This is an optimization exercise on Yosys and OpenROAD, whose aim is small area, a short achievable clock period and few clock cycles per item, not a production implementation.
No functional check of the RTL was part of any run shown here.
Power figures rest on the tool's default switching activity, not on a simulated workload.

==> flow/design.v, too long to show whole: its modules and the start of the top module <==
// module el2_exu_div_ctl: 76 lines
// module div_cneg_in: 113 lines
// module div_cneg_out: 113 lines
// module div_step34: 151 lines
// module div_step33: 140 lines
// module div_clz32: 77 lines
module el2_exu_div_ctl
  (
   input logic           clk,                        
   input logic           rst_l,                      
   input logic           dp_valid,                   
   input logic           dp_unsign,                  
   input logic           dp_rem,                     
   input logic  [31:0]   dividend,                   
   input logic  [31:0]   divisor,                    
   input logic           cancel,                     
   output logic          finish_dly,                 
   output logic [31:0]   out                         
  );
  // ...
==> flow/flow/run.sh <==
#!/bin/bash
set -euo pipefail
MARGIN=${MARGIN:-6.5}
sed -E "s/SETUP_SLACK_MARGIN=[^ ]+/SETUP_SLACK_MARGIN=${MARGIN}/" standard.sh > standard_margin.sh
bash standard_margin.sh > flow.log 2>&1
==> flow/standard.sh <==
#!/bin/bash
# synth_recipe.tcl (not shown) runs the flow's synth.tcl, then flattens the netlist and writes it again
# the make line also repeats each setting of config.mk as NAME=value (left out here)
make -C /OpenROAD-flow-scripts/flow DESIGN_CONFIG=/design/flow/config.mk WORK_HOME=/design/flow/orfs CLKGATE_MAP_FILE= SYNTH_SCRIPT=/design/flow/synth_recipe.tcl "${@:-finish}"
==> flow/config.mk <==
export PLATFORM = sky130hd
export DESIGN_NAME = el2_exu_div_ctl
export DESIGN_NICKNAME = el2_exu_div_ctl
export VERILOG_FILES = /design/flow/design.v
export SDC_FILE = /design/flow/constraint.sdc
export NUM_CORES = 8
export LEC_CHECK = 0
export CAP_MARGIN = 40
export CORE_MARGIN = 2
export CORE_UTILIZATION = 40
export SETUP_SLACK_MARGIN = 5
export SLEW_MARGIN = 40
export SYNTH_HIERARCHICAL = 1
export SYNTH_MINIMUM_KEEP_SIZE = 0
==> flow/constraint.sdc <==
create_clock -name core_clock -period 12.0 [get_ports {clk}]
set_input_delay 2.4000 -clock core_clock [delete_from_list [all_inputs] [get_ports {clk}]]
set_output_delay 2.4000 -clock core_clock [all_outputs]
set_load 0.01 [all_outputs]
==> key figures, run 1 <==
Worst setup path
  • CP Max Fanout: 8
  • CP Capture Type: flop
  • CP top delay family: simple AND/OR/NAND/NOR gates

Floorplan
  • Initial Utilization: 0.4086

Synth
  • Post-synthesis cell area: 12960 um^2
  • Syn Area/Cell: 8.095 um^2

Global routing
  • GRT Total Usage: 0.2417
  • Met1 Usage GRT: 0.3307
  • First-pass GRT wire length: 64.46 mm
  • Initial antenna violation count: 0

Final layout
  • Largest register FFs: 33
  • Antenna cells: 0
  • Most frequent cells in the layout: 239 x nand2_1, 106 x inv_1, 105 x xnor2_1, 100 x clkdlybuf4s50_1, 73 x mux2i_1
  • Reg with most FFs: b_ff
  • Top flop regs: b_ff: 33 flops, q_ff: 32 flops, r_ff: 32 flops
  • CLK BUF: 10
  • Sequential standard cell area: 2242 um^2
  • Buffers excl. clock: ~190
  • Biggest Area Class: multi-input gates

Power
  • Peak supply drop: 218.7 uV
  • Sequential power share: 0.160

Status
  • Status: finished clean

Route
  • Max Used Layer: met4

Clock network
  • Reg clk slew, reported paths: 0.09 ns
  • Setup bufs post-CTS: 21
  • CTS max path bufs: 2
==> module div_step34, before the edit <==
module div_step34 (input logic en, input logic [33:0] x, input logic [33:0] b, output logic q, output logic co, output logic [31:0] y);
   wire [33:0] d_p0 = x ^ ~b;
   wire [33:0] d_g0 = x & ~b;
   wire d_g1_1 = d_g0[1] | (d_p0[1] & (d_g0[0] | d_p0[0]));
   wire d_g1_3 = d_g0[3] | (d_p0[3] & d_g0[2]);
   wire d_p1_3 = d_p0[3] & d_p0[2];
   wire d_g1_5 = d_g0[5] | (d_p0[5] & d_g0[4]);
   wire d_p1_5 = d_p0[5] & d_p0[4];
   wire d_g1_7 = d_g0[7] | (d_p0[7] & d_g0[6]);
   wire d_p1_7 = d_p0[7] & d_p0[6];
   wire d_g1_9 = d_g0[9] | (d_p0[9] & d_g0[8]);
   wire d_p1_9 = d_p0[9] & d_p0[8];
   wire d_g1_11 = d_g0[11] | (d_p0[11] & d_g0[10]);
   wire d_p1_11 = d_p0[11] & d_p0[10];
   wire d_g1_13 = d_g0[13] | (d_p0[13] & d_g0[12]);
   wire d_p1_13 = d_p0[13] & d_p0[12];
   wire d_g1_15 = d_g0[15] | (d_p0[15] & d_g0[14]);
   wire d_p1_15 = d_p0[15] & d_p0[14];
   wire d_g1_17 = d_g0[17] | (d_p0[17] & d_g0[16]);
   wire d_p1_17 = d_p0[17] & d_p0[16];
   wire d_g1_19 = d_g0[19] | (d_p0[19] & d_g0[18]);
   wire d_p1_19 = d_p0[19] & d_p0[18];
   wire d_g1_21 = d_g0[21] | (d_p0[21] & d_g0[20]);
   wire d_p1_21 = d_p0[21] & d_p0[20];
   wire d_g1_23 = d_g0[23] | (d_p0[23] & d_g0[22]);
   wire d_p1_23 = d_p0[23] & d_p0[22];
   wire d_g1_25 = d_g0[25] | (d_p0[25] & d_g0[24]);
   wire d_p1_25 = d_p0[25] & d_p0[24];
   wire d_g1_27 = d_g0[27] | (d_p0[27] & d_g0[26]);
   wire d_p1_27 = d_p0[27] & d_p0[26];
   wire d_g1_29 = d_g0[29] | (d_p0[29] & d_g0[28]);
   wire d_p1_29 = d_p0[29] & d_p0[28];
   wire d_g1_31 = d_g0[31] | (d_p0[31] & d_g0[30]);
   wire d_p1_31 = d_p0[31] & d_p0[30];
   wire d_g1_33 = d_g0[33] | (d_p0[33] & d_g0[32]);
   wire d_p1_33 = d_p0[33] & d_p0[32];
   wire d_g2_3 = d_g1_3 | (d_p1_3 & d_g1_1);
   wire d_g2_5 = d_g1_5 | (d_p1_5 & d_g1_3);
   wire d_p2_5 = d_p1_5 & d_p1_3;
   wire d_g2_7 = d_g1_7 | (d_p1_7 & d_g1_5);
   wire d_p2_7 = d_p1_7 & d_p1_5;
   wire d_g2_9 = d_g1_9 | (d_p1_9 & d_g1_7);
   wire d_p2_9 = d_p1_9 & d_p1_7;
   wire d_g2_11 = d_g1_11 | (d_p1_11 & d_g1_9);
   wire d_p2_11 = d_p1_11 & d_p1_9;
   wire d_g2_13 = d_g1_13 | (d_p1_13 & d_g1_11);
   wire d_p2_13 = d_p1_13 & d_p1_11;
   wire d_g2_15 = d_g1_15 | (d_p1_15 & d_g1_13);
   wire d_p2_15 = d_p1_15 & d_p1_13;
   wire d_g2_17 = d_g1_17 | (d_p1_17 & d_g1_15);
   wire d_p2_17 = d_p1_17 & d_p1_15;
   wire d_g2_19 = d_g1_19 | (d_p1_19 & d_g1_17);
   wire d_p2_19 = d_p1_19 & d_p1_17;
   wire d_g2_21 = d_g1_21 | (d_p1_21 & d_g1_19);
   wire d_p2_21 = d_p1_21 & d_p1_19;
   wire d_g2_23 = d_g1_23 | (d_p1_23 & d_g1_21);
   wire d_p2_23 = d_p1_23 & d_p1_21;
   wire d_g2_25 = d_g1_25 | (d_p1_25 & d_g1_23);
   wire d_p2_25 = d_p1_25 & d_p1_23;
   wire d_g2_27 = d_g1_27 | (d_p1_27 & d_g1_25);
   wire d_p2_27 = d_p1_27 & d_p1_25;
   wire d_g2_29 = d_g1_29 | (d_p1_29 & d_g1_27);
   wire d_p2_29 = d_p1_29 & d_p1_27;
   wire d_g2_31 = d_g1_31 | (d_p1_31 & d_g1_29);
   wire d_p2_31 = d_p1_31 & d_p1_29;
   wire d_g2_33 = d_g1_33 | (d_p1_33 & d_g1_31);
   wire d_p2_33 = d_p1_33 & d_p1_31;
   wire d_g3_5 = d_g2_5 | (d_p2_5 & d_g1_1);
   wire d_g3_7 = d_g2_7 | (d_p2_7 & d_g2_3);
   wire d_g3_9 = d_g2_9 | (d_p2_9 & d_g2_5);
   wire d_p3_9 = d_p2_9 & d_p2_5;
   wire d_g3_11 = d_g2_11 | (d_p2_11 & d_g2_7);
   wire d_p3_11 = d_p2_11 & d_p2_7;
   wire d_g3_13 = d_g2_13 | (d_p2_13 & d_g2_9);
   wire d_p3_13 = d_p2_13 & d_p2_9;
   wire d_g3_15 = d_g2_15 | (d_p2_15 & d_g2_11);
   wire d_p3_15 = d_p2_15 & d_p2_11;
   wire d_g3_17 = d_g2_17 | (d_p2_17 & d_g2_13);
   wire d_p3_17 = d_p2_17 & d_p2_13;
   wire d_g3_19 = d_g2_19 | (d_p2_19 & d_g2_15);
   wire d_p3_19 = d_p2_19 & d_p2_15;
   wire d_g3_21 = d_g2_21 | (d_p2_21 & d_g2_17);
   wire d_p3_21 = d_p2_21 & d_p2_17;
   wire d_g3_23 = d_g2_23 | (d_p2_23 & d_g2_19);
   wire d_p3_23 = d_p2_23 & d_p2_19;
   wire d_g3_25 = d_g2_25 | (d_p2_25 & d_g2_21);
   wire d_p3_25 = d_p2_25 & d_p2_21;
   wire d_g3_27 = d_g2_27 | (d_p2_27 & d_g2_23);
   wire d_p3_27 = d_p2_27 & d_p2_23;
   wire d_g3_29 = d_g2_29 | (d_p2_29 & d_g2_25);
   wire d_p3_29 = d_p2_29 & d_p2_25;
   wire d_g3_31 = d_g2_31 | (d_p2_31 & d_g2_27);
   wire d_p3_31 = d_p2_31 & d_p2_27;
   wire d_g3_33 = d_g2_33 | (d_p2_33 & d_g2_29);
   wire d_p3_33 = d_p2_33 & d_p2_29;
   wire d_g4_9 = d_g3_9 | (d_p3_9 & d_g1_1);
   wire d_g4_11 = d_g3_11 | (d_p3_11 & d_g2_3);
   wire d_g4_13 = d_g3_13 | (d_p3_13 & d_g3_5);
   wire d_g4_15 = d_g3_15 | (d_p3_15 & d_g3_7);
   wire d_g4_17 = d_g3_17 | (d_p3_17 & d_g3_9);
   wire d_p4_17 = d_p3_17 & d_p3_9;
   wire d_g4_19 = d_g3_19 | (d_p3_19 & d_g3_11);
   wire d_p4_19 = d_p3_19 & d_p3_11;
   wire d_g4_21 = d_g3_21 | (d_p3_21 & d_g3_13);
   wire d_p4_21 = d_p3_21 & d_p3_13;
   wire d_g4_23 = d_g3_23 | (d_p3_23 & d_g3_15);
   wire d_p4_23 = d_p3_23 & d_p3_15;
   wire d_g4_25 = d_g3_25 | (d_p3_25 & d_g3_17);
   wire d_p4_25 = d_p3_25 & d_p3_17;
   wire d_g4_27 = d_g3_27 | (d_p3_27 & d_g3_19);
   wire d_p4_27 = d_p3_27 & d_p3_19;
   wire d_g4_29 = d_g3_29 | (d_p3_29 & d_g3_21);
   wire d_p4_29 = d_p3_29 & d_p3_21;
   wire d_g4_31 = d_g3_31 | (d_p3_31 & d_g3_23);
   wire d_p4_31 = d_p3_31 & d_p3_23;
   wire d_g4_33 = d_g3_33 | (d_p3_33 & d_g3_25);
   wire d_p4_33 = d_p3_33 & d_p3_25;
   wire d_g5_17 = d_g4_17 | (d_p4_17 & d_g1_1);
   wire d_g5_19 = d_g4_19 | (d_p4_19 & d_g2_3);
   wire d_g5_21 = d_g4_21 | (d_p4_21 & d_g3_5);
   wire d_g5_23 = d_g4_23 | (d_p4_23 & d_g3_7);
   wire d_g5_25 = d_g4_25 | (d_p4_25 & d_g4_9);
   wire d_g5_27 = d_g4_27 | (d_p4_27 & d_g4_11);
   wire d_g5_29 = d_g4_29 | (d_p4_29 & d_g4_13);
   wire d_g5_31 = d_g4_31 | (d_p4_31 & d_g4_15);
   wire d_g5_33 = d_g4_33 | (d_p4_33 & d_g4_17);
   wire d_p5_33 = d_p4_33 & d_p4_17;
   wire d_g6_33 = d_g5_33 | (d_p5_33 & d_g1_1);
   wire d_g7_2 = d_g0[2] | (d_p0[2] & d_g1_1);
   wire d_g7_4 = d_g0[4] | (d_p0[4] & d_g2_3);
   wire d_g7_6 = d_g0[6] | (d_p0[6] & d_g3_5);
   wire d_g7_8 = d_g0[8] | (d_p0[8] & d_g3_7);
   wire d_g7_10 = d_g0[10] | (d_p0[10] & d_g4_9);
   wire d_g7_12 = d_g0[12] | (d_p0[12] & d_g4_11);
   wire d_g7_14 = d_g0[14] | (d_p0[14] & d_g4_13);
   wire d_g7_16 = d_g0[16] | (d_p0[16] & d_g4_15);
   wire d_g7_18 = d_g0[18] | (d_p0[18] & d_g5_17);
   wire d_g7_20 = d_g0[20] | (d_p0[20] & d_g5_19);
   wire d_g7_22 = d_g0[22] | (d_p0[22] & d_g5_21);
   wire d_g7_24 = d_g0[24] | (d_p0[24] & d_g5_23);
   wire d_g7_26 = d_g0[26] | (d_p0[26] & d_g5_25);
   wire d_g7_28 = d_g0[28] | (d_p0[28] & d_g5_27);
   wire d_g7_30 = d_g0[30] | (d_p0[30] & d_g5_29);
   wire d_g7_32 = d_g0[32] | (d_p0[32] & d_g5_31);
   wire [33:0] d_c = {d_g6_33, d_g7_32, d_g5_31, d_g7_30, d_g5_29, d_g7_28, d_g5_27, d_g7_26, d_g5_25, d_g7_24, d_g5_23, d_g7_22, d_g5_21, d_g7_20, d_g5_19, d_g7_18, d_g5_17, d_g7_16, d_g4_15, d_g7_14, d_g4_13, d_g7_12, d_g4_11, d_g7_10, d_g4_9, d_g7_8, d_g3_7, d_g7_6, d_g3_5, d_g7_4, d_g2_3, d_g7_2, d_g1_1, (d_g0[0] | d_p0[0])};
   wire [33:0] d = d_p0 ^ {d_c[32:0], 1'b1};
   wire d_co = d_c[33];
   assign co = d_co;
   assign q  = en & d_co;
   assign y  = q ? d[31:0] : x[31:0];
endmodule
==> inputs of run 2 (changes only) <==
--- a/flow/design.v
+++ b/flow/design.v
@@ -299,297 +299,513 @@
    assign yy[0] = x[0];
    assign yy[31:1] = x[31:1] ^ ({31{s}} & yy_po);
    assign y = yy;
 endmodule
 module div_step34 (input logic en, input logic [33:0] x, input logic [33:0] b, output logic q, output logic co, output logic [31:0] y);
    wire [33:0] d_p0 = x ^ ~b;
    wire [33:0] d_g0 = x & ~b;
    wire d_g1_1 = d_g0[1] | (d_p0[1] & (d_g0[0] | d_p0[0]));
+   wire d_g1_2 = d_g0[2] | (d_p0[2] & d_g0[1]);
+   wire d_p1_2 = d_p0[2] & d_p0[1];
    wire d_g1_3 = d_g0[3] | (d_p0[3] & d_g0[2]);
    wire d_p1_3 = d_p0[3] & d_p0[2];
+   wire d_g1_4 = d_g0[4] | (d_p0[4] & d_g0[3]);
+   wire d_p1_4 = d_p0[4] & d_p0[3];
    wire d_g1_5 = d_g0[5] | (d_p0[5] & d_g0[4]);
    wire d_p1_5 = d_p0[5] & d_p0[4];
+   wire d_g1_6 = d_g0[6] | (d_p0[6] & d_g0[5]);
+   wire d_p1_6 = d_p0[6] & d_p0[5];
    wire d_g1_7 = d_g0[7] | (d_p0[7] & d_g0[6]);
    wire d_p1_7 = d_p0[7] & d_p0[6];
+   wire d_g1_8 = d_g0[8] | (d_p0[8] & d_g0[7]);
+   wire d_p1_8 = d_p0[8] & d_p0[7];
    wire d_g1_9 = d_g0[9] | (d_p0[9] & d_g0[8]);
    wire d_p1_9 = d_p0[9] & d_p0[8];
+   wire d_g1_10 = d_g0[10] | (d_p0[10] & d_g0[9]);
+   wire d_p1_10 = d_p0[10] & d_p0[9];
    wire d_g1_11 = d_g0[11] | (d_p0[11] & d_g0[10]);
    wire d_p1_11 = d_p0[11] & d_p0[10];
+   wire d_g1_12 = d_g0[12] | (d_p0[12] & d_g0[11]);
+   wire d_p1_12 = d_p0[12] & d_p0[11];
    wire d_g1_13 = d_g0[13] | (d_p0[13] & d_g0[12]);
    wire d_p1_13 = d_p0[13] & d_p0[12];
+   wire d_g1_14 = d_g0[14] | (d_p0[14] & d_g0[13]);
+   wire d_p1_14 = d_p0[14] & d_p0[13];
    wire d_g1_15 = d_g0[15] | (d_p0[15] & d_g0[14]);
    wire d_p1_15 = d_p0[15] & d_p0[14];
+   wire d_g1_16 = d_g0[16] | (d_p0[16] & d_g0[15]);
+   wire d_p1_16 = d_p0[16] & d_p0[15];
    wire d_g1_17 = d_g0[17] | (d_p0[17] & d_g0[16]);
    wire d_p1_17 = d_p0[17] & d_p0[16];
+   wire d_g1_18 = d_g0[18] | (d_p0[18] & d_g0[17]);
+   wire d_p1_18 = d_p0[18] & d_p0[17];
    wire d_g1_19 = d_g0[19] | (d_p0[19] & d_g0[18]);
    wire d_p1_19 = d_p0[19] & d_p0[18];
+   wire d_g1_20 = d_g0[20] | (d_p0[20] & d_g0[19]);
+   wire d_p1_20 = d_p0[20] & d_p0[19];
    wire d_g1_21 = d_g0[21] | (d_p0[21] & d_g0[20]);
    wire d_p1_21 = d_p0[21] & d_p0[20];
+   wire d_g1_22 = d_g0[22] | (d_p0[22] & d_g0[21]);
+   wire d_p1_22 = d_p0[22] & d_p0[21];
    wire d_g1_23 = d_g0[23] | (d_p0[23] & d_g0[22]);
    wire d_p1_23 = d_p0[23] & d_p0[22];
+   wire d_g1_24 = d_g0[24] | (d_p0[24] & d_g0[23]);
+   wire d_p1_24 = d_p0[24] & d_p0[23];
    wire d_g1_25 = d_g0[25] | (d_p0[25] & d_g0[24]);
    wire d_p1_25 = d_p0[25] & d_p0[24];
+   wire d_g1_26 = d_g0[26] | (d_p0[26] & d_g0[25]);
+   wire d_p1_26 = d_p0[26] & d_p0[25];
    wire d_g1_27 = d_g0[27] | (d_p0[27] & d_g0[26]);
    wire d_p1_27 = d_p0[27] & d_p0[26];
+   wire d_g1_28 = d_g0[28] | (d_p0[28] & d_g0[27]);
+   wire d_p1_28 = d_p0[28] & d_p0[27];
    wire d_g1_29 = d_g0[29] | (d_p0[29] & d_g0[28]);
    wire d_p1_29 = d_p0[29] & d_p0[28];
+   wire d_g1_30 = d_g0[30] | (d_p0[30] & d_g0[29]);
+   wire d_p1_30 = d_p0[30] & d_p0[29];
    wire d_g1_31 = d_g0[31] | (d_p0[31] & d_g0[30]);
    wire d_p1_31 = d_p0[31] & d_p0[30];
+   wire d_g1_32 = d_g0[32] | (d_p0[32] & d_g0[31]);
+   wire d_p1_32 = d_p0[32] & d_p0[31];
    wire d_g1_33 = d_g0[33] | (d_p0[33] & d_g0[32]);
    wire d_p1_33 = d_p0[33] & d_p0[32];
+   wire d_g2_2 = d_g1_2 | (d_p1_2 & (d_g0[0] | d_p0[0]));
    wire d_g2_3 = d_g1_3 | (d_p1_3 & d_g1_1);
+   wire d_g2_4 = d_g1_4 | (d_p1_4 & d_g1_2);
+   wire d_p2_4 = d_p1_4 & d_p1_2;
    wire d_g2_5 = d_g1_5 | (d_p1_5 & d_g1_3);
    wire d_p2_5 = d_p1_5 & d_p1_3;
+   wire d_g2_6 = d_g1_6 | (d_p1_6 & d_g1_4);
+   wire d_p2_6 = d_p1_6 & d_p1_4;
    wire d_g2_7 = d_g1_7 | (d_p1_7 & d_g1_5);
    wire d_p2_7 = d_p1_7 & d_p1_5;
+   wire d_g2_8 = d_g1_8 | (d_p1_8 & d_g1_6);
+   wire d_p2_8 = d_p1_8 & d_p1_6;
    wire d_g2_9 = d_g1_9 | (d_p1_9 & d_g1_7);
    wire d_p2_9 = d_p1_9 & d_p1_7;
+   wire d_g2_10 = d_g1_10 | (d_p1_10 & d_g1_8);
+   wire d_p2_10 = d_p1_10 & d_p1_8;
    wire d_g2_11 = d_g1_11 | (d_p1_11 & d_g1_9);
    wire d_p2_11 = d_p1_11 & d_p1_9;
+   wire d_g2_12 = d_g1_12 | (d_p1_12 & d_g1_10);
+   wire d_p2_12 = d_p1_12 & d_p1_10;
    wire d_g2_13 = d_g1_13 | (d_p1_13 & d_g1_11);
    wire d_p2_13 = d_p1_13 & d_p1_11;
+   wire d_g2_14 = d_g1_14 | (d_p1_14 & d_g1_12);
+   wire d_p2_14 = d_p1_14 & d_p1_12;
    wire d_g2_15 = d_g1_15 | (d_p1_15 & d_g1_13);
    wire d_p2_15 = d_p1_15 & d_p1_13;
+   wire d_g2_16 = d_g1_16 | (d_p1_16 & d_g1_14);
+   wire d_p2_16 = d_p1_16 & d_p1_14;
    wire d_g2_17 = d_g1_17 | (d_p1_17 & d_g1_15);
    wire d_p2_17 = d_p1_17 & d_p1_15;
+   wire d_g2_18 = d_g1_18 | (d_p1_18 & d_g1_16);
+   wire d_p2_18 = d_p1_18 & d_p1_16;
    wire d_g2_19 = d_g1_19 | (d_p1_19 & d_g1_17);
    wire d_p2_19 = d_p1_19 & d_p1_17;
+   wire d_g2_20 = d_g1_20 | (d_p1_20 & d_g1_18);
+   wire d_p2_20 = d_p1_20 & d_p1_18;
    wire d_g2_21 = d_g1_21 | (d_p1_21 & d_g1_19);
    wire d_p2_21 = d_p1_21 & d_p1_19;
+   wire d_g2_22 = d_g1_22 | (d_p1_22 & d_g1_20);
+   wire d_p2_22 = d_p1_22 & d_p1_20;
    wire d_g2_23 = d_g1_23 | (d_p1_23 & d_g1_21);
    wire d_p2_23 = d_p1_23 & d_p1_21;
+   wire d_g2_24 = d_g1_24 | (d_p1_24 & d_g1_22);
+   wire d_p2_24 = d_p1_24 & d_p1_22;
    wire d_g2_25 = d_g1_25 | (d_p1_25 & d_g1_23);
    wire d_p2_25 = d_p1_25 & d_p1_23;
+   wire d_g2_26 = d_g1_26 | (d_p1_26 & d_g1_24);
+   wire d_p2_26 = d_p1_26 & d_p1_24;
    wire d_g2_27 = d_g1_27 | (d_p1_27 & d_g1_25);
    wire d_p2_27 = d_p1_27 & d_p1_25;
+   wire d_g2_28 = d_g1_28 | (d_p1_28 & d_g1_26);
+   wire d_p2_28 = d_p1_28 & d_p1_26;
    wire d_g2_29 = d_g1_29 | (d_p1_29 & d_g1_27);
    wire d_p2_29 = d_p1_29 & d_p1_27;
+   wire d_g2_30 = d_g1_30 | (d_p1_30 & d_g1_28);
+   wire d_p2_30 = d_p1_30 & d_p1_28;
    wire d_g2_31 = d_g1_31 | (d_p1_31 & d_g1_29);
    wire d_p2_31 = d_p1_31 & d_p1_29;
+   wire d_g2_32 = d_g1_32 | (d_p1_32 & d_g1_30);
+   wire d_p2_32 = d_p1_32 & d_p1_30;
    wire d_g2_33 = d_g1_33 | (d_p1_33 & d_g1_31);
    wire d_p2_33 = d_p1_33 & d_p1_31;
+   wire d_g3_4 = d_g2_4 | (d_p2_4 & (d_g0[0] | d_p0[0]));
    wire d_g3_5 = d_g2_5 | (d_p2_5 & d_g1_1);
+   wire d_g3_6 = d_g2_6 | (d_p2_6 & d_g2_2);
    wire d_g3_7 = d_g2_7 | (d_p2_7 & d_g2_3);
+   wire d_g3_8 = d_g2_8 | (d_p2_8 & d_g2_4);
+   wire d_p3_8 = d_p2_8 & d_p2_4;
    wire d_g3_9 = d_g2_9 | (d_p2_9 & d_g2_5);
    wire d_p3_9 = d_p2_9 & d_p2_5;
+   wire d_g3_10 = d_g2_10 | (d_p2_10 & d_g2_6);
+   wire d_p3_10 = d_p2_10 & d_p2_6;
    wire d_g3_11 = d_g2_11 | (d_p2_11 & d_g2_7);
    wire d_p3_11 = d_p2_11 & d_p2_7;
+   wire d_g3_12 = d_g2_12 | (d_p2_12 & d_g2_8);
+   wire d_p3_12 = d_p2_12 & d_p2_8;
    wire d_g3_13 = d_g2_13 | (d_p2_13 & d_g2_9);
    wire d_p3_13 = d_p2_13 & d_p2_9;
+   wire d_g3_14 = d_g2_14 | (d_p2_14 & d_g2_10);
+   wire d_p3_14 = d_p2_14 & d_p2_10;
    wire d_g3_15 = d_g2_15 | (d_p2_15 & d_g2_11);
    wire d_p3_15 = d_p2_15 & d_p2_11;
+   wire d_g3_16 = d_g2_16 | (d_p2_16 & d_g2_12);
+   wire d_p3_16 = d_p2_16 & d_p2_12;
    wire d_g3_17 = d_g2_17 | (d_p2_17 & d_g2_13);
    wire d_p3_17 = d_p2_17 & d_p2_13;
+   wire d_g3_18 = d_g2_18 | (d_p2_18 & d_g2_14);
+   wire d_p3_18 = d_p2_18 & d_p2_14;
    wire d_g3_19 = d_g2_19 | (d_p2_19 & d_g2_15);
    wire d_p3_19 = d_p2_19 & d_p2_15;
+   wire d_g3_20 = d_g2_20 | (d_p2_20 & d_g2_16);
+   wire d_p3_20 = d_p2_20 & d_p2_16;
    wire d_g3_21 = d_g2_21 | (d_p2_21 & d_g2_17);
    wire d_p3_21 = d_p2_21 & d_p2_17;
+   wire d_g3_22 = d_g2_22 | (d_p2_22 & d_g2_18);
+   wire d_p3_22 = d_p2_22 & d_p2_18;
    wire d_g3_23 = d_g2_23 | (d_p2_23 & d_g2_19);
    wire d_p3_23 = d_p2_23 & d_p2_19;
+   wire d_g3_24 = d_g2_24 | (d_p2_24 & d_g2_20);
+   wire d_p3_24 = d_p2_24 & d_p2_20;
    wire d_g3_25 = d_g2_25 | (d_p2_25 & d_g2_21);
    wire d_p3_25 = d_p2_25 & d_p2_21;
+   wire d_g3_26 = d_g2_26 | (d_p2_26 & d_g2_22);
+   wire d_p3_26 = d_p2_26 & d_p2_22;
    wire d_g3_27 = d_g2_27 | (d_p2_27 & d_g2_23);
    wire d_p3_27 = d_p2_27 & d_p2_23;
+   wire d_g3_28 = d_g2_28 | (d_p2_28 & d_g2_24);
+   wire d_p3_28 = d_p2_28 & d_p2_24;
    wire d_g3_29 = d_g2_29 | (d_p2_29 & d_g2_25);
    wire d_p3_29 = d_p2_29 & d_p2_25;
+   wire d_g3_30 = d_g2_30 | (d_p2_30 & d_g2_26);
+   wire d_p3_30 = d_p2_30 & d_p2_26;
    wire d_g3_31 = d_g2_31 | (d_p2_31 & d_g2_27);
    wire d_p3_31 = d_p2_31 & d_p2_27;
+   wire d_g3_32 = d_g2_32 | (d_p2_32 & d_g2_28);
+   wire d_p3_32 = d_p2_32 & d_p2_28;
    wire d_g3_33 = d_g2_33 | (d_p2_33 & d_g2_29);
    wire d_p3_33 = d_p2_33 & d_p2_29;
+   wire d_g4_8 = d_g3_8 | (d_p3_8 & (d_g0[0] | d_p0[0]));
    wire d_g4_9 = d_g3_9 | (d_p3_9 & d_g1_1);
+   wire d_g4_10 = d_g3_10 | (d_p3_10 & d_g2_2);
    wire d_g4_11 = d_g3_11 | (d_p3_11 & d_g2_3);
+   wire d_g4_12 = d_g3_12 | (d_p3_12 & d_g3_4);
    wire d_g4_13 = d_g3_13 | (d_p3_13 & d_g3_5);
+   wire d_g4_14 = d_g3_14 | (d_p3_14 & d_g3_6);
    wire d_g4_15 = d_g3_15 | (d_p3_15 & d_g3_7);
+   wire d_g4_16 = d_g3_16 | (d_p3_16 & d_g3_8);
+   wire d_p4_16 = d_p3_16 & d_p3_8;
    wire d_g4_17 = d_g3_17 | (d_p3_17 & d_g3_9);
    wire d_p4_17 = d_p3_17 & d_p3_9;
+   wire d_g4_18 = d_g3_18 | (d_p3_18 & d_g3_10);
+   wire d_p4_18 = d_p3_18 & d_p3_10;
    wire d_g4_19 = d_g3_19 | (d_p3_19 & d_g3_11);
    wire d_p4_19 = d_p3_19 & d_p3_11;
+   wire d_g4_20 = d_g3_20 | (d_p3_20 & d_g3_12);
+   wire d_p4_20 = d_p3_20 & d_p3_12;
    wire d_g4_21 = d_g3_21 | (d_p3_21 & d_g3_13);
    wire d_p4_21 = d_p3_21 & d_p3_13;
+   wire d_g4_22 = d_g3_22 | (d_p3_22 & d_g3_14);
+   wire d_p4_22 = d_p3_22 & d_p3_14;
    wire d_g4_23 = d_g3_23 | (d_p3_23 & d_g3_15);
    wire d_p4_23 = d_p3_23 & d_p3_15;
+   wire d_g4_24 = d_g3_24 | (d_p3_24 & d_g3_16);
+   wire d_p4_24 = d_p3_24 & d_p3_16;
    wire d_g4_25 = d_g3_25 | (d_p3_25 & d_g3_17);
    wire d_p4_25 = d_p3_25 & d_p3_17;
+   wire d_g4_26 = d_g3_26 | (d_p3_26 & d_g3_18);
+   wire d_p4_26 = d_p3_26 & d_p3_18;
    wire d_g4_27 = d_g3_27 | (d_p3_27 & d_g3_19);
    wire d_p4_27 = d_p3_27 & d_p3_19;
+   wire d_g4_28 = d_g3_28 | (d_p3_28 & d_g3_20);
+   wire d_p4_28 = d_p3_28 & d_p3_20;
    wire d_g4_29 = d_g3_29 | (d_p3_29 & d_g3_21);
    wire d_p4_29 = d_p3_29 & d_p3_21;
+   wire d_g4_30 = d_g3_30 | (d_p3_30 & d_g3_22);
+   wire d_p4_30 = d_p3_30 & d_p3_22;
    wire d_g4_31 = d_g3_31 | (d_p3_31 & d_g3_23);
    wire d_p4_31 = d_p3_31 & d_p3_23;
+   wire d_g4_32 = d_g3_32 | (d_p3_32 & d_g3_24);
+   wire d_p4_32 = d_p3_32 & d_p3_24;
    wire d_g4_33 = d_g3_33 | (d_p3_33 & d_g3_25);
    wire d_p4_33 = d_p3_33 & d_p3_25;
+   wire d_g5_16 = d_g4_16 | (d_p4_16 & (d_g0[0] | d_p0[0]));
    wire d_g5_17 = d_g4_17 | (d_p4_17 & d_g1_1);
+   wire d_g5_18 = d_g4_18 | (d_p4_18 & d_g2_2);
    wire d_g5_19 = d_g4_19 | (d_p4_19 & d_g2_3);
+   wire d_g5_20 = d_g4_20 | (d_p4_20 & d_g3_4);
    wire d_g5_21 = d_g4_21 | (d_p4_21 & d_g3_5);
+   wire d_g5_22 = d_g4_22 | (d_p4_22 & d_g3_6);
    wire d_g5_23 = d_g4_23 | (d_p4_23 & d_g3_7);
+   wire d_g5_24 = d_g4_24 | (d_p4_24 & d_g4_8);
    wire d_g5_25 = d_g4_25 | (d_p4_25 & d_g4_9);
+   wire d_g5_26 = d_g4_26 | (d_p4_26 & d_g4_10);
    wire d_g5_27 = d_g4_27 | (d_p4_27 & d_g4_11);
+   wire d_g5_28 = d_g4_28 | (d_p4_28 & d_g4_12);
    wire d_g5_29 = d_g4_29 | (d_p4_29 & d_g4_13);
+   wire d_g5_30 = d_g4_30 | (d_p4_30 & d_g4_14);
    wire d_g5_31 = d_g4_31 | (d_p4_31 & d_g4_15);
+   wire d_g5_32 = d_g4_32 | (d_p4_32 & d_g4_16);
+   wire d_p5_32 = d_p4_32 & d_p4_16;
    wire d_g5_33 = d_g4_33 | (d_p4_33 & d_g4_17);
    wire d_p5_33 = d_p4_33 & d_p4_17;
+   wire d_g6_32 = d_g5_32 | (d_p5_32 & (d_g0[0] | d_p0[0]));
    wire d_g6_33 = d_g5_33 | (d_p5_33 & d_g1_1);
-   wire d_g7_2 = d_g0[2] | (d_p0[2] & d_g1_1);
-   wire d_g7_4 = d_g0[4] | (d_p0[4] & d_g2_3);
-   wire d_g7_6 = d_g0[6] | (d_p0[6] & d_g3_5);
-   wire d_g7_8 = d_g0[8] | (d_p0[8] & d_g3_7);
-   wire d_g7_10 = d_g0[10] | (d_p0[10] & d_g4_9);
-   wire d_g7_12 = d_g0[12] | (d_p0[12] & d_g4_11);
-   wire d_g7_14 = d_g0[14] | (d_p0[14] & d_g4_13);
-   wire d_g7_16 = d_g0[16] | (d_p0[16] & d_g4_15);
-   wire d_g7_18 = d_g0[18] | (d_p0[18] & d_g5_17);
-   wire d_g7_20 = d_g0[20] | (d_p0[20] & d_g5_19);
-   wire d_g7_22 = d_g0[22] | (d_p0[22] & d_g5_21);
-   wire d_g7_24 = d_g0[24] | (d_p0[24] & d_g5_23);
-   wire d_g7_26 = d_g0[26] | (d_p0[26] & d_g5_25);
-   wire d_g7_28 = d_g0[28] | (d_p0[28] & d_g5_27);
-   wire d_g7_30 = d_g0[30] | (d_p0[30] & d_g5_29);
-   wire d_g7_32 = d_g0[32] | (d_p0[32] & d_g5_31);
-   wire [33:0] d_c = {d_g6_33, d_g7_32, d_g5_31, d_g7_30, d_g5_29, d_g7_28, d_g5_27, d_g7_26, d_g5_25, d_g7_24, d_g5_23, d_g7_22, d_g5_21, d_g7_20, d_g5_19, d_g7_18, d_g5_17, d_g7_16, d_g4_15, d_g7_14, d_g4_13, d_g7_12, d_g4_11, d_g7_10, d_g4_9, d_g7_8, d_g3_7, d_g7_6, d_g3_5, d_g7_4, d_g2_3, d_g7_2, d_g1_1, (d_g0[0] | d_p0[0])};
+   wire [33:0] d_c = {d_g6_33, d_g6_32, d_g5_31, d_g5_30, d_g5_29, d_g5_28, d_g5_27, d_g5_26, d_g5_25, d_g5_24, d_g5_23, d_g5_22, d_g5_21, d_g5_20, d_g5_19, d_g5_18, d_g5_17, d_g5_16, d_g4_15, d_g4_14, d_g4_13, d_g4_12, d_g4_11, d_g4_10, d_g4_9, d_g4_8, d_g3_7, d_g3_6, d_g3_5, d_g3_4, d_g2_3, d_g2_2, d_g1_1, (d_g0[0] | d_p0[0])};
    wire [33:0] d = d_p0 ^ {d_c[32:0], 1'b1};
    wire d_co = d_c[33];
    assign co = d_co;
    assign q  = en & d_co;
    assign y  = q ? d[31:0] : x[31:0];
 endmodule
 module div_step33 (input logic en, input logic [32:0] x, input logic [32:0] b, output logic q, output logic co, output logic [31:0] y);
    wire [32:0] d_p0 = x ^ ~b;
    wire [32:0] d_g0 = x & ~b;
    wire d_g1_1 = d_g0[1] | (d_p0[1] & (d_g0[0] | d_p0[0]));
+   wire d_g1_2 = d_g0[2] | (d_p0[2] & d_g0[1]);
+   wire d_p1_2 = d_p0[2] & d_p0[1];
    wire d_g1_3 = d_g0[3] | (d_p0[3] & d_g0[2]);
    wire d_p1_3 = d_p0[3] & d_p0[2];
+   wire d_g1_4 = d_g0[4] | (d_p0[4] & d_g0[3]);
+   wire d_p1_4 = d_p0[4] & d_p0[3];
    wire d_g1_5 = d_g0[5] | (d_p0[5] & d_g0[4]);
    wire d_p1_5 = d_p0[5] & d_p0[4];
+   wire d_g1_6 = d_g0[6] | (d_p0[6] & d_g0[5]);
+   wire d_p1_6 = d_p0[6] & d_p0[5];
    wire d_g1_7 = d_g0[7] | (d_p0[7] & d_g0[6]);
    wire d_p1_7 = d_p0[7] & d_p0[6];
+   wire d_g1_8 = d_g0[8] | (d_p0[8] & d_g0[7]);
+   wire d_p1_8 = d_p0[8] & d_p0[7];
    wire d_g1_9 = d_g0[9] | (d_p0[9] & d_g0[8]);
    wire d_p1_9 = d_p0[9] & d_p0[8];
+   wire d_g1_10 = d_g0[10] | (d_p0[10] & d_g0[9]);
+   wire d_p1_10 = d_p0[10] & d_p0[9];
    wire d_g1_11 = d_g0[11] | (d_p0[11] & d_g0[10]);
    wire d_p1_11 = d_p0[11] & d_p0[10];
+   wire d_g1_12 = d_g0[12] | (d_p0[12] & d_g0[11]);
+   wire d_p1_12 = d_p0[12] & d_p0[11];
    wire d_g1_13 = d_g0[13] | (d_p0[13] & d_g0[12]);
    wire d_p1_13 = d_p0[13] & d_p0[12];
+   wire d_g1_14 = d_g0[14] | (d_p0[14] & d_g0[13]);
+   wire d_p1_14 = d_p0[14] & d_p0[13];
    wire d_g1_15 = d_g0[15] | (d_p0[15] & d_g0[14]);
    wire d_p1_15 = d_p0[15] & d_p0[14];
+   wire d_g1_16 = d_g0[16] | (d_p0[16] & d_g0[15]);
+   wire d_p1_16 = d_p0[16] & d_p0[15];
    wire d_g1_17 = d_g0[17] | (d_p0[17] & d_g0[16]);
    wire d_p1_17 = d_p0[17] & d_p0[16];
+   wire d_g1_18 = d_g0[18] | (d_p0[18] & d_g0[17]);
+   wire d_p1_18 = d_p0[18] & d_p0[17];
    wire d_g1_19 = d_g0[19] | (d_p0[19] & d_g0[18]);
    wire d_p1_19 = d_p0[19] & d_p0[18];
+   wire d_g1_20 = d_g0[20] | (d_p0[20] & d_g0[19]);
+   wire d_p1_20 = d_p0[20] & d_p0[19];
    wire d_g1_21 = d_g0[21] | (d_p0[21] & d_g0[20]);
    wire d_p1_21 = d_p0[21] & d_p0[20];
+   wire d_g1_22 = d_g0[22] | (d_p0[22] & d_g0[21]);
+   wire d_p1_22 = d_p0[22] & d_p0[21];
    wire d_g1_23 = d_g0[23] | (d_p0[23] & d_g0[22]);
    wire d_p1_23 = d_p0[23] & d_p0[22];
+   wire d_g1_24 = d_g0[24] | (d_p0[24] & d_g0[23]);
+   wire d_p1_24 = d_p0[24] & d_p0[23];
    wire d_g1_25 = d_g0[25] | (d_p0[25] & d_g0[24]);
    wire d_p1_25 = d_p0[25] & d_p0[24];
+   wire d_g1_26 = d_g0[26] | (d_p0[26] & d_g0[25]);
+   wire d_p1_26 = d_p0[26] & d_p0[25];
    wire d_g1_27 = d_g0[27] | (d_p0[27] & d_g0[26]);
    wire d_p1_27 = d_p0[27] & d_p0[26];
+   wire d_g1_28 = d_g0[28] | (d_p0[28] & d_g0[27]);
+   wire d_p1_28 = d_p0[28] & d_p0[27];
    wire d_g1_29 = d_g0[29] | (d_p0[29] & d_g0[28]);
    wire d_p1_29 = d_p0[29] & d_p0[28];
+   wire d_g1_30 = d_g0[30] | (d_p0[30] & d_g0[29]);
+   wire d_p1_30 = d_p0[30] & d_p0[29];
    wire d_g1_31 = d_g0[31] | (d_p0[31] & d_g0[30]);
    wire d_p1_31 = d_p0[31] & d_p0[30];
+   wire d_g1_32 = d_g0[32] | (d_p0[32] & d_g0[31]);
+   wire d_p1_32 = d_p0[32] & d_p0[31];
+   wire d_g2_2 = d_g1_2 | (d_p1_2 & (d_g0[0] | d_p0[0]));
    wire d_g2_3 = d_g1_3 | (d_p1_3 & d_g1_1);
+   wire d_g2_4 = d_g1_4 | (d_p1_4 & d_g1_2);
+   wire d_p2_4 = d_p1_4 & d_p1_2;
    wire d_g2_5 = d_g1_5 | (d_p1_5 & d_g1_3);
    wire d_p2_5 = d_p1_5 & d_p1_3;
+   wire d_g2_6 = d_g1_6 | (d_p1_6 & d_g1_4);
+   wire d_p2_6 = d_p1_6 & d_p1_4;
    wire d_g2_7 = d_g1_7 | (d_p1_7 & d_g1_5);
    wire d_p2_7 = d_p1_7 & d_p1_5;
+   wire d_g2_8 = d_g1_8 | (d_p1_8 & d_g1_6);
+   wire d_p2_8 = d_p1_8 & d_p1_6;
    wire d_g2_9 = d_g1_9 | (d_p1_9 & d_g1_7);
    wire d_p2_9 = d_p1_9 & d_p1_7;
+   wire d_g2_10 = d_g1_10 | (d_p1_10 & d_g1_8);
+   wire d_p2_10 = d_p1_10 & d_p1_8;
    wire d_g2_11 = d_g1_11 | (d_p1_11 & d_g1_9);
    wire d_p2_11 = d_p1_11 & d_p1_9;
+   wire d_g2_12 = d_g1_12 | (d_p1_12 & d_g1_10);
+   wire d_p2_12 = d_p1_12 & d_p1_10;
    wire d_g2_13 = d_g1_13 | (d_p1_13 & d_g1_11);
    wire d_p2_13 = d_p1_13 & d_p1_11;
+   wire d_g2_14 = d_g1_14 | (d_p1_14 & d_g1_12);
+   wire d_p2_14 = d_p1_14 & d_p1_12;
    wire d_g2_15 = d_g1_15 | (d_p1_15 & d_g1_13);
    wire d_p2_15 = d_p1_15 & d_p1_13;
+   wire d_g2_16 = d_g1_16 | (d_p1_16 & d_g1_14);
+   wire d_p2_16 = d_p1_16 & d_p1_14;
    wire d_g2_17 = d_g1_17 | (d_p1_17 & d_g1_15);
    wire d_p2_17 = d_p1_17 & d_p1_15;
+   wire d_g2_18 = d_g1_18 | (d_p1_18 & d_g1_16);
+   wire d_p2_18 = d_p1_18 & d_p1_16;
    wire d_g2_19 = d_g1_19 | (d_p1_19 & d_g1_17);
    wire d_p2_19 = d_p1_19 & d_p1_17;
+   wire d_g2_20 = d_g1_20 | (d_p1_20 & d_g1_18);
+   wire d_p2_20 = d_p1_20 & d_p1_18;
    wire d_g2_21 = d_g1_21 | (d_p1_21 & d_g1_19);
    wire d_p2_21 = d_p1_21 & d_p1_19;
+   wire d_g2_22 = d_g1_22 | (d_p1_22 & d_g1_20);
+   wire d_p2_22 = d_p1_22 & d_p1_20;
    wire d_g2_23 = d_g1_23 | (d_p1_23 & d_g1_21);
    wire d_p2_23 = d_p1_23 & d_p1_21;
+   wire d_g2_24 = d_g1_24 | (d_p1_24 & d_g1_22);
+   wire d_p2_24 = d_p1_24 & d_p1_22;
    wire d_g2_25 = d_g1_25 | (d_p1_25 & d_g1_23);
    wire d_p2_25 = d_p1_25 & d_p1_23;
+   wire d_g2_26 = d_g1_26 | (d_p1_26 & d_g1_24);
+   wire d_p2_26 = d_p1_26 & d_p1_24;
    wire d_g2_27 = d_g1_27 | (d_p1_27 & d_g1_25);
    wire d_p2_27 = d_p1_27 & d_p1_25;
+   wire d_g2_28 = d_g1_28 | (d_p1_28 & d_g1_26);
+   wire d_p2_28 = d_p1_28 & d_p1_26;
    wire d_g2_29 = d_g1_29 | (d_p1_29 & d_g1_27);
    wire d_p2_29 = d_p1_29 & d_p1_27;
+   wire d_g2_30 = d_g1_30 | (d_p1_30 & d_g1_28);
+   wire d_p2_30 = d_p1_30 & d_p1_28;
    wire d_g2_31 = d_g1_31 | (d_p1_31 & d_g1_29);
    wire d_p2_31 = d_p1_31 & d_p1_29;
+   wire d_g2_32 = d_g1_32 | (d_p1_32 & d_g1_30);
+   wire d_p2_32 = d_p1_32 & d_p1_30;
+   wire d_g3_4 = d_g2_4 | (d_p2_4 & (d_g0[0] | d_p0[0]));
    wire d_g3_5 = d_g2_5 | (d_p2_5 & d_g1_1);
+   wire d_g3_6 = d_g2_6 | (d_p2_6 & d_g2_2);
    wire d_g3_7 = d_g2_7 | (d_p2_7 & d_g2_3);
+   wire d_g3_8 = d_g2_8 | (d_p2_8 & d_g2_4);
+   wire d_p3_8 = d_p2_8 & d_p2_4;
    wire d_g3_9 = d_g2_9 | (d_p2_9 & d_g2_5);
    wire d_p3_9 = d_p2_9 & d_p2_5;
+   wire d_g3_10 = d_g2_10 | (d_p2_10 & d_g2_6);
+   wire d_p3_10 = d_p2_10 & d_p2_6;
    wire d_g3_11 = d_g2_11 | (d_p2_11 & d_g2_7);
    wire d_p3_11 = d_p2_11 & d_p2_7;
+   wire d_g3_12 = d_g2_12 | (d_p2_12 & d_g2_8);
+   wire d_p3_12 = d_p2_12 & d_p2_8;
    wire d_g3_13 = d_g2_13 | (d_p2_13 & d_g2_9);
    wire d_p3_13 = d_p2_13 & d_p2_9;
+   wire d_g3_14 = d_g2_14 | (d_p2_14 & d_g2_10);
+   wire d_p3_14 = d_p2_14 & d_p2_10;
    wire d_g3_15 = d_g2_15 | (d_p2_15 & d_g2_11);
    wire d_p3_15 = d_p2_15 & d_p2_11;
+   wire d_g3_16 = d_g2_16 | (d_p2_16 & d_g2_12);
+   wire d_p3_16 = d_p2_16 & d_p2_12;
    wire d_g3_17 = d_g2_17 | (d_p2_17 & d_g2_13);
    wire d_p3_17 = d_p2_17 & d_p2_13;
+   wire d_g3_18 = d_g2_18 | (d_p2_18 & d_g2_14);
+   wire d_p3_18 = d_p2_18 & d_p2_14;
    wire d_g3_19 = d_g2_19 | (d_p2_19 & d_g2_15);
    wire d_p3_19 = d_p2_19 & d_p2_15;
+   wire d_g3_20 = d_g2_20 | (d_p2_20 & d_g2_16);
+   wire d_p3_20 = d_p2_20 & d_p2_16;
    wire d_g3_21 = d_g2_21 | (d_p2_21 & d_g2_17);
    wire d_p3_21 = d_p2_21 & d_p2_17;
+   wire d_g3_22 = d_g2_22 | (d_p2_22 & d_g2_18);
+   wire d_p3_22 = d_p2_22 & d_p2_18;
    wire d_g3_23 = d_g2_23 | (d_p2_23 & d_g2_19);
    wire d_p3_23 = d_p2_23 & d_p2_19;
+   wire d_g3_24 = d_g2_24 | (d_p2_24 & d_g2_20);
+   wire d_p3_24 = d_p2_24 & d_p2_20;
    wire d_g3_25 = d_g2_25 | (d_p2_25 & d_g2_21);
    wire d_p3_25 = d_p2_25 & d_p2_21;
+   wire d_g3_26 = d_g2_26 | (d_p2_26 & d_g2_22);
+   wire d_p3_26 = d_p2_26 & d_p2_22;
    wire d_g3_27 = d_g2_27 | (d_p2_27 & d_g2_23);
    wire d_p3_27 = d_p2_27 & d_p2_23;
+   wire d_g3_28 = d_g2_28 | (d_p2_28 & d_g2_24);
+   wire d_p3_28 = d_p2_28 & d_p2_24;
    wire d_g3_29 = d_g2_29 | (d_p2_29 & d_g2_25);
    wire d_p3_29 = d_p2_29 & d_p2_25;
+   wire d_g3_30 = d_g2_30 | (d_p2_30 & d_g2_26);
+   wire d_p3_30 = d_p2_30 & d_p2_26;
    wire d_g3_31 = d_g2_31 | (d_p2_31 & d_g2_27);
    wire d_p3_31 = d_p2_31 & d_p2_27;
+   wire d_g3_32 = d_g2_32 | (d_p2_32 & d_g2_28);
+   wire d_p3_32 = d_p2_32 & d_p2_28;
+   wire d_g4_8 = d_g3_8 | (d_p3_8 & (d_g0[0] | d_p0[0]));
    wire d_g4_9 = d_g3_9 | (d_p3_9 & d_g1_1);
+   wire d_g4_10 = d_g3_10 | (d_p3_10 & d_g2_2);
    wire d_g4_11 = d_g3_11 | (d_p3_11 & d_g2_3);
+   wire d_g4_12 = d_g3_12 | (d_p3_12 & d_g3_4);
    wire d_g4_13 = d_g3_13 | (d_p3_13 & d_g3_5);
+   wire d_g4_14 = d_g3_14 | (d_p3_14 & d_g3_6);
    wire d_g4_15 = d_g3_15 | (d_p3_15 & d_g3_7);
+   wire d_g4_16 = d_g3_16 | (d_p3_16 & d_g3_8);
+   wire d_p4_16 = d_p3_16 & d_p3_8;
    wire d_g4_17 = d_g3_17 | (d_p3_17 & d_g3_9);
    wire d_p4_17 = d_p3_17 & d_p3_9;
+   wire d_g4_18 = d_g3_18 | (d_p3_18 & d_g3_10);
+   wire d_p4_18 = d_p3_18 & d_p3_10;
    wire d_g4_19 = d_g3_19 | (d_p3_19 & d_g3_11);
    wire d_p4_19 = d_p3_19 & d_p3_11;
+   wire d_g4_20 = d_g3_20 | (d_p3_20 & d_g3_12);
+   wire d_p4_20 = d_p3_20 & d_p3_12;
    wire d_g4_21 = d_g3_21 | (d_p3_21 & d_g3_13);
    wire d_p4_21 = d_p3_21 & d_p3_13;
+   wire d_g4_22 = d_g3_22 | (d_p3_22 & d_g3_14);
+   wire d_p4_22 = d_p3_22 & d_p3_14;
    wire d_g4_23 = d_g3_23 | (d_p3_23 & d_g3_15);
    wire d_p4_23 = d_p3_23 & d_p3_15;
+   wire d_g4_24 = d_g3_24 | (d_p3_24 & d_g3_16);
+   wire d_p4_24 = d_p3_24 & d_p3_16;
    wire d_g4_25 = d_g3_25 | (d_p3_25 & d_g3_17);
    wire d_p4_25 = d_p3_25 & d_p3_17;
+   wire d_g4_26 = d_g3_26 | (d_p3_26 & d_g3_18);
+   wire d_p4_26 = d_p3_26 & d_p3_18;
    wire d_g4_27 = d_g3_27 | (d_p3_27 & d_g3_19);
    wire d_p4_27 = d_p3_27 & d_p3_19;
+   wire d_g4_28 = d_g3_28 | (d_p3_28 & d_g3_20);
+   wire d_p4_28 = d_p3_28 & d_p3_20;
    wire d_g4_29 = d_g3_29 | (d_p3_29 & d_g3_21);
    wire d_p4_29 = d_p3_29 & d_p3_21;
+   wire d_g4_30 = d_g3_30 | (d_p3_30 & d_g3_22);
+   wire d_p4_30 = d_p3_30 & d_p3_22;
    wire d_g4_31 = d_g3_31 | (d_p3_31 & d_g3_23);
    wire d_p4_31 = d_p3_31 & d_p3_23;
+   wire d_g4_32 = d_g3_32 | (d_p3_32 & d_g3_24);
+   wire d_p4_32 = d_p3_32 & d_p3_24;
+   wire d_g5_16 = d_g4_16 | (d_p4_16 & (d_g0[0] | d_p0[0]));
    wire d_g5_17 = d_g4_17 | (d_p4_17 & d_g1_1);
+   wire d_g5_18 = d_g4_18 | (d_p4_18 & d_g2_2);
    wire d_g5_19 = d_g4_19 | (d_p4_19 & d_g2_3);
+   wire d_g5_20 = d_g4_20 | (d_p4_20 & d_g3_4);
    wire d_g5_21 = d_g4_21 | (d_p4_21 & d_g3_5);
+   wire d_g5_22 = d_g4_22 | (d_p4_22 & d_g3_6);
    wire d_g5_23 = d_g4_23 | (d_p4_23 & d_g3_7);
+   wire d_g5_24 = d_g4_24 | (d_p4_24 & d_g4_8);
    wire d_g5_25 = d_g4_25 | (d_p4_25 & d_g4_9);
+   wire d_g5_26 = d_g4_26 | (d_p4_26 & d_g4_10);
    wire d_g5_27 = d_g4_27 | (d_p4_27 & d_g4_11);
+   wire d_g5_28 = d_g4_28 | (d_p4_28 & d_g4_12);
    wire d_g5_29 = d_g4_29 | (d_p4_29 & d_g4_13);
+   wire d_g5_30 = d_g4_30 | (d_p4_30 & d_g4_14);
    wire d_g5_31 = d_g4_31 | (d_p4_31 & d_g4_15);
-   wire d_g7_2 = d_g0[2] | (d_p0[2] & d_g1_1);
-   wire d_g7_4 = d_g0[4] | (d_p0[4] & d_g2_3);
-   wire d_g7_6 = d_g0[6] | (d_p0[6] & d_g3_5);
-   wire d_g7_8 = d_g0[8] | (d_p0[8] & d_g3_7);
-   wire d_g7_10 = d_g0[10] | (d_p0[10] & d_g4_9);
-   wire d_g7_12 = d_g0[12] | (d_p0[12] & d_g4_11);
-   wire d_g7_14 = d_g0[14] | (d_p0[14] & d_g4_13);
-   wire d_g7_16 = d_g0[16] | (d_p0[16] & d_g4_15);
-   wire d_g7_18 = d_g0[18] | (d_p0[18] & d_g5_17);
-   wire d_g7_20 = d_g0[20] | (d_p0[20] & d_g5_19);
-   wire d_g7_22 = d_g0[22] | (d_p0[22] & d_g5_21);
-   wire d_g7_24 = d_g0[24] | (d_p0[24] & d_g5_23);
-   wire d_g7_26 = d_g0[26] | (d_p0[26] & d_g5_25);
-   wire d_g7_28 = d_g0[28] | (d_p0[28] & d_g5_27);
-   wire d_g7_30 = d_g0[30] | (d_p0[30] & d_g5_29);
-   wire d_g7_32 = d_g0[32] | (d_p0[32] & d_g5_31);
-   wire [32:0] d_c = {d_g7_32, d_g5_31, d_g7_30, d_g5_29, d_g7_28, d_g5_27, d_g7_26, d_g5_25, d_g7_24, d_g5_23, d_g7_22, d_g5_21, d_g7_20, d_g5_19, d_g7_18, d_g5_17, d_g7_16, d_g4_15, d_g7_14, d_g4_13, d_g7_12, d_g4_11, d_g7_10, d_g4_9, d_g7_8, d_g3_7, d_g7_6, d_g3_5, d_g7_4, d_g2_3, d_g7_2, d_g1_1, (d_g0[0] | d_p0[0])};
+   wire d_g5_32 = d_g4_32 | (d_p4_32 & d_g4_16);
+   wire d_p5_32 = d_p4_32 & d_p4_16;
+   wire d_g6_32 = d_g5_32 | (d_p5_32 & (d_g0[0] | d_p0[0]));
+   wire [32:0] d_c = {d_g6_32, d_g5_31, d_g5_30, d_g5_29, d_g5_28, d_g5_27, d_g5_26, d_g5_25, d_g5_24, d_g5_23, d_g5_22, d_g5_21, d_g5_20, d_g5_19, d_g5_18, d_g5_17, d_g5_16, d_g4_15, d_g4_14, d_g4_13, d_g4_12, d_g4_11, d_g4_10, d_g4_9, d_g4_8, d_g3_7, d_g3_6, d_g3_5, d_g3_4, d_g2_3, d_g2_2, d_g1_1, (d_g0[0] | d_p0[0])};
    wire [32:0] d = d_p0 ^ {d_c[31:0], 1'b1};
    wire d_co = d_c[32];
    assign co = d_co;
    assign q  = en & d_co;
    assign y  = d[31:0];
 endmodule
 module div_clz32 (input logic [31:0] x, output logic [5:0] n);
    wire c_v0_0 = x[1] | x[0];
==> run 2 against run 1 <==
Compared with the run above:
- via count grew 9.3%
- cell count grew 7.9%
- sequential power shrank 3.0%
- area after synthesis grew 6.1%
- clock-buffer cell count grew 1
- non-clock buffer count shrank 49
- critical path type is now flop to primary output
- design area shrank 0.97%
- sequential cell count is the same
- synthesized cell count grew 11%
==> key figures, run 2 <==
Worst setup path
  • Worst-path cell chain: inv_2 > ha_4 > inv_1 > fa_2 > a211oi_4 > o21ai_2 > a221oi_2 > nor2_2 > nor2_4 > o21ai_2 > and2_4 > inv_1 > a21oi_1 > nor2_1 > buf_2 (was inv_2 > ha_4 > nand4_1 > or4_1 > o21a_2 > a311oi_4 > buf_4 > a32oi_4 > buf_12 > buf_4 > mux2_4 > ha_4 > and4_4 > nand4_1 > a211oi_4 > buf_4 > o21a_1 > a211oi_2 > nor3b_2 > buf_4 > buf_12 > o21ai_0 > nand2_1 > nand2_1)
  • Cell depth of the worst setup path: 15 (was 24)
  • CP peak stage delay: 0.42 ns (was 0.43 ns)
  • Critical path arrival: 2.98 ns (was 5.87 ns)
  • WP data required: 9.60 ns (was 12.27 ns)
  • CP top delay family: compound AO/OA/AOI/OAI gates (was simple AND/OR/NAND/NOR gates)
  • Worst Path Buf+Inv: 4 (was 7)
  • Worst path slowest cell: fa_2 (was or4_1)
  • Crit path launch type: flop (unchanged)
  • CP Max Fanout: 3 (was 8)
  • CP Class: flop to primary output (was flop to flop)
  • CP Capture Type: primary output (was flop)
  • Path depth of the worst reg2reg path: 25 (was 24)

Final layout
  • Reg with most FFs: b_ff (unchanged)
  • Antenna cells: 0 (unchanged)
  • Top flop regs: b_ff: 33 flops, q_ff: 32 flops, r_ff: 32 flops (unchanged)
  • Layout Nets: 1974 (was 1880)
  • Most common cell after layout, fill and taps aside: nand2_1 (unchanged)
  • Area grow syn2layout: 14.81% (was 22.96%)
  • Fillers: 3358 (was 3001)
  • Fraction of layout cells with a size suffix above 1: 0.1559 (was 0.2323)
  • Fin util: 0.4683 (was 0.5024)
  • Most frequent cells in the layout: 259 x nand2_1, 130 x xnor2_1, 108 x inv_1, 100 x clkdlybuf4s50_1, 92 x o21ai_0 (was 239 x nand2_1, 106 x inv_1, 105 x xnor2_1, 100 x clkdlybuf4s50_1, 73 x mux2i_1)
  • Largest register FFs: 33 (unchanged)

STA
  • Worst slew pin tran: 0.7875 ns (was 0.9431 ns)
  • RSZ-0062 raised after global routing: no (was yes)
  • Fraction of the cycle the final worst path needs: 0.4483 (was 0.4666)
  • Slew Limit Fails: 0 (unchanged)
  • Fmax: 185.9 MHz (was 178.6 MHz)
  • Worst Skew: 0.01946 ns (was 0.01828 ns)
  • Final Hold Fails: 0 (unchanged)
  • Final setup fails: 0 (unchanged)
  • Tmin final: 5.380 ns (was 5.599 ns)
  • Fin Setup TNS: 0 ns (unchanged)
  • Relative max-transition margin: 0.4744 (was 0.3550)

Clock network
  • Clock sinks: 106 (unchanged)
  • Htree depth: 3 (unchanged)
  • CTS buffer count: 9 (unchanged)
  • Hold_buf cts: 0 (unchanged)
  • Root Buffer: clkbuf_16 (unchanged)
  • Reg clk slew, reported paths: 0.08 ns (was 0.09 ns)
  • Worst-skew pair later-pin latency: 0.38 ns (about the same)
  • CTS tree: yes (unchanged)
  • CTS max path bufs: 2 (unchanged)

Power
  • Power Density: 328.0 nW/um^2 (was 307.8 nW/um^2)
  • Net Switching: 2.826 mW (was 2.584 mW)
  • Power share of the clock group: 0.062 (was 0.064)
  • Total power of the final layout: 5.177 mW (was 4.905 mW)
  • Peak supply drop: 222.8 uV (was 218.7 uV)
  • Sequential power share: 0.147 (was 0.160)
  • Static Leak: 6.138 nW (was 6.422 nW)
  • Gate power share: 0.791 (was 0.776)
  • Sw Ratio: 0.5459 (was 0.5268)
  • Int Power: 2.351 mW (was 2.321 mW)

Global routing
  • Initial antenna violation count: 0 (unchanged)
  • GRT Total Usage: 0.2570 (was 0.2417)
  • First-pass GRT wire length: 73.55 mm (was 64.46 mm)
  • Vias in the first global route: 12970 (was 11660)
  • Overflow after GRT: 0 (unchanged)
  • Pin count of the biggest net entering global routing: 77 (unchanged)

Synth
  • Syn Inst Count: 1783 (was 1601)
  • Warnings, synthesis: 7 (unchanged)
  • Syn Area/Cell: 7.709 um^2 (was 8.095 um^2)
  • Post-synthesis cell area: 13750 um^2 (was 12960 um^2)

Route
  • Drt total wl: 47.52 mm (was 44.30 mm)
  • Vias: 13720 (was 12550)
  • Drt pass-1 iters: 6 (unchanged)
  • Initial drt markers: 1234 (was 981)
  • DR WL/cell: 20.81 um (was 20.95 um)
  • Via/cell ratio: 6.008 (was 5.933)
  • DRC: 0 (unchanged)
  • Remaining antenna violation count: 0 (unchanged)

Placement
  • Port Buf Inserts: 102 (unchanged)
  • Gpl congestion: 0.9597 (was 0.9129)
  • DP Wirelength: 36.29 mm (was 31.43 mm)

Floorplan
  • Die X: 189.4 um (was 184 um)
  • Cell Rows: 67 (was 65)
  • Ports: 103 (unchanged)
  • Die area: 35860 um^2 (was 33860 um^2)
  • Initial Utilization: 0.4079 (was 0.4086)
  • Die height: 189.4 um (was 184 um)
  • Core area: 33700 um^2 (was 31720 um^2)

Hold path
  • HP Class: flop to flop (unchanged)
  • Hold depth: 1 (unchanged)

Status
  • Status: finished clean (unchanged)

Flow run
  • # Max-Cap Violations: 0 (unchanged)
## run 2: worst register-to-register path: stages, from the launching register on
cell	delay (ns)
dfxtp_2	0.33
inv_2	0.09
ha_4	0.14
inv_1	0.05
fa_2	0.42
a211oi_4	0.26
o21ai_2	0.14
a221oi_2	0.31
nor2_2	0.13
buf_4	0.15
o41a_1	0.43
nor2_1	0.17
xnor2_1	0.08
mux2_2	0.30
ha_1	0.39
a21o_1	0.21
a21o_1	0.16
a21o_1	0.19
nand4_1	0.09
nand2_1	0.11
a211oi_2	0.33
a21oi_4	0.13
clkbuf_16	0.22
o21ai_0	0.25
nand2_1	0.09
nand2_1	0.08
## run 2: per-layer routing
layer,routed length [um],global-route usage,up-vias
li1,-,-,6658
met1,22520,0.3583,6582
met2,21340,0.4172,417
met3,2703,0.03633,59
met4,952,0.06112,0
met5,0,0,-
## run 2: timing repair
action,4_1_cts,5_1_grt
setup buffers,4,5
gates cloned,0,2
resized for setup,50,35
setup endpoints to repair,65,65
pin swaps,6,12
## run 2: final cells by class
cell class	count	area, um^2	share of cell area
Inverter	109	409.1	0.02593
Tap cell	448	560.5	0.03552
Timing Repair Buffer	136	1360	0.08618
Clock inverter	5	42.54	0.002696
Sequential cell	106	2202	0.1395
Clock buffer	11	264.0	0.01673
Multi-Input combinational cell	1468	10940	0.6934
## run 2: through the flow
stage               hold slack, ns  area, um^2  worst slack (ns)  instances
floorplan                   0.4309       13760             6.956       1787
global placement            0.4507       15010             5.897       2252
detailed placement          0.4662       15070             5.691       2256
CTS                         0.4726       15540             6.502       2276
global route                0.5009       15780             6.434       2283
finish                      0.4695       15780             6.620       2283
## run 2: power by group through the flow
stage          combinational [mW]  sequential, mW  clock, mW
2_1_floorplan                2.95           0.634          0
4_1_cts                      3.91           0.754      0.325
3_5_place_dp                 3.82           0.747          0
3_3_place_gp                 3.80           0.754          0
5_1_grt                      4.45           0.774      0.338
6_report                     4.09           0.763      0.320
## run 2: final timing paths
kind                           start          to  slack, ns
setup / recovery             r_ff[0]  finish_dly       6.62
hold / removal             cnt_ff[0]   cnt_ff[0]       0.47
setup reg to reg             r_ff[0]    q_ff[25]       6.70
hold reg to reg            cnt_ff[0]   cnt_ff[0]       0.47
max in group asynchronous      rst_l       sv_ff       9.65
min in group asynchronous      rst_l      fin_ff       2.20

==> afterwards: timing with drivers on the ports <==
Ports are ideal in the flow. The routed layouts listed here were re-timed in OpenROAD. Step 1 (the two cells are an assumption about what drives the block):
set clk [get_ports {clk}]
set_driving_cell -lib_cell sky130_fd_sc_hd__clkbuf_16 $clk
set_driving_cell -lib_cell sky130_fd_sc_hd__buf_2 [delete_from_list [all_inputs] $clk]
Step 2 moves the port delays by t, midway between the first and last clock arrival at a register: inputs arrive t later, outputs are due t later. That takes back most of the time a late clock gives input paths. Three values: no drivers, after step 1, after step 2; two values: the first two.
run | t (ns) | setup WS [ns] | worst setup path at the end
run 1 | 0.420 | 6.401 / 6.401 / 6.401 | register to register
run 2 | 0.423 | 6.620 / 6.569 / 6.671 | input to output
After both steps setup and hold are still met in every run listed.
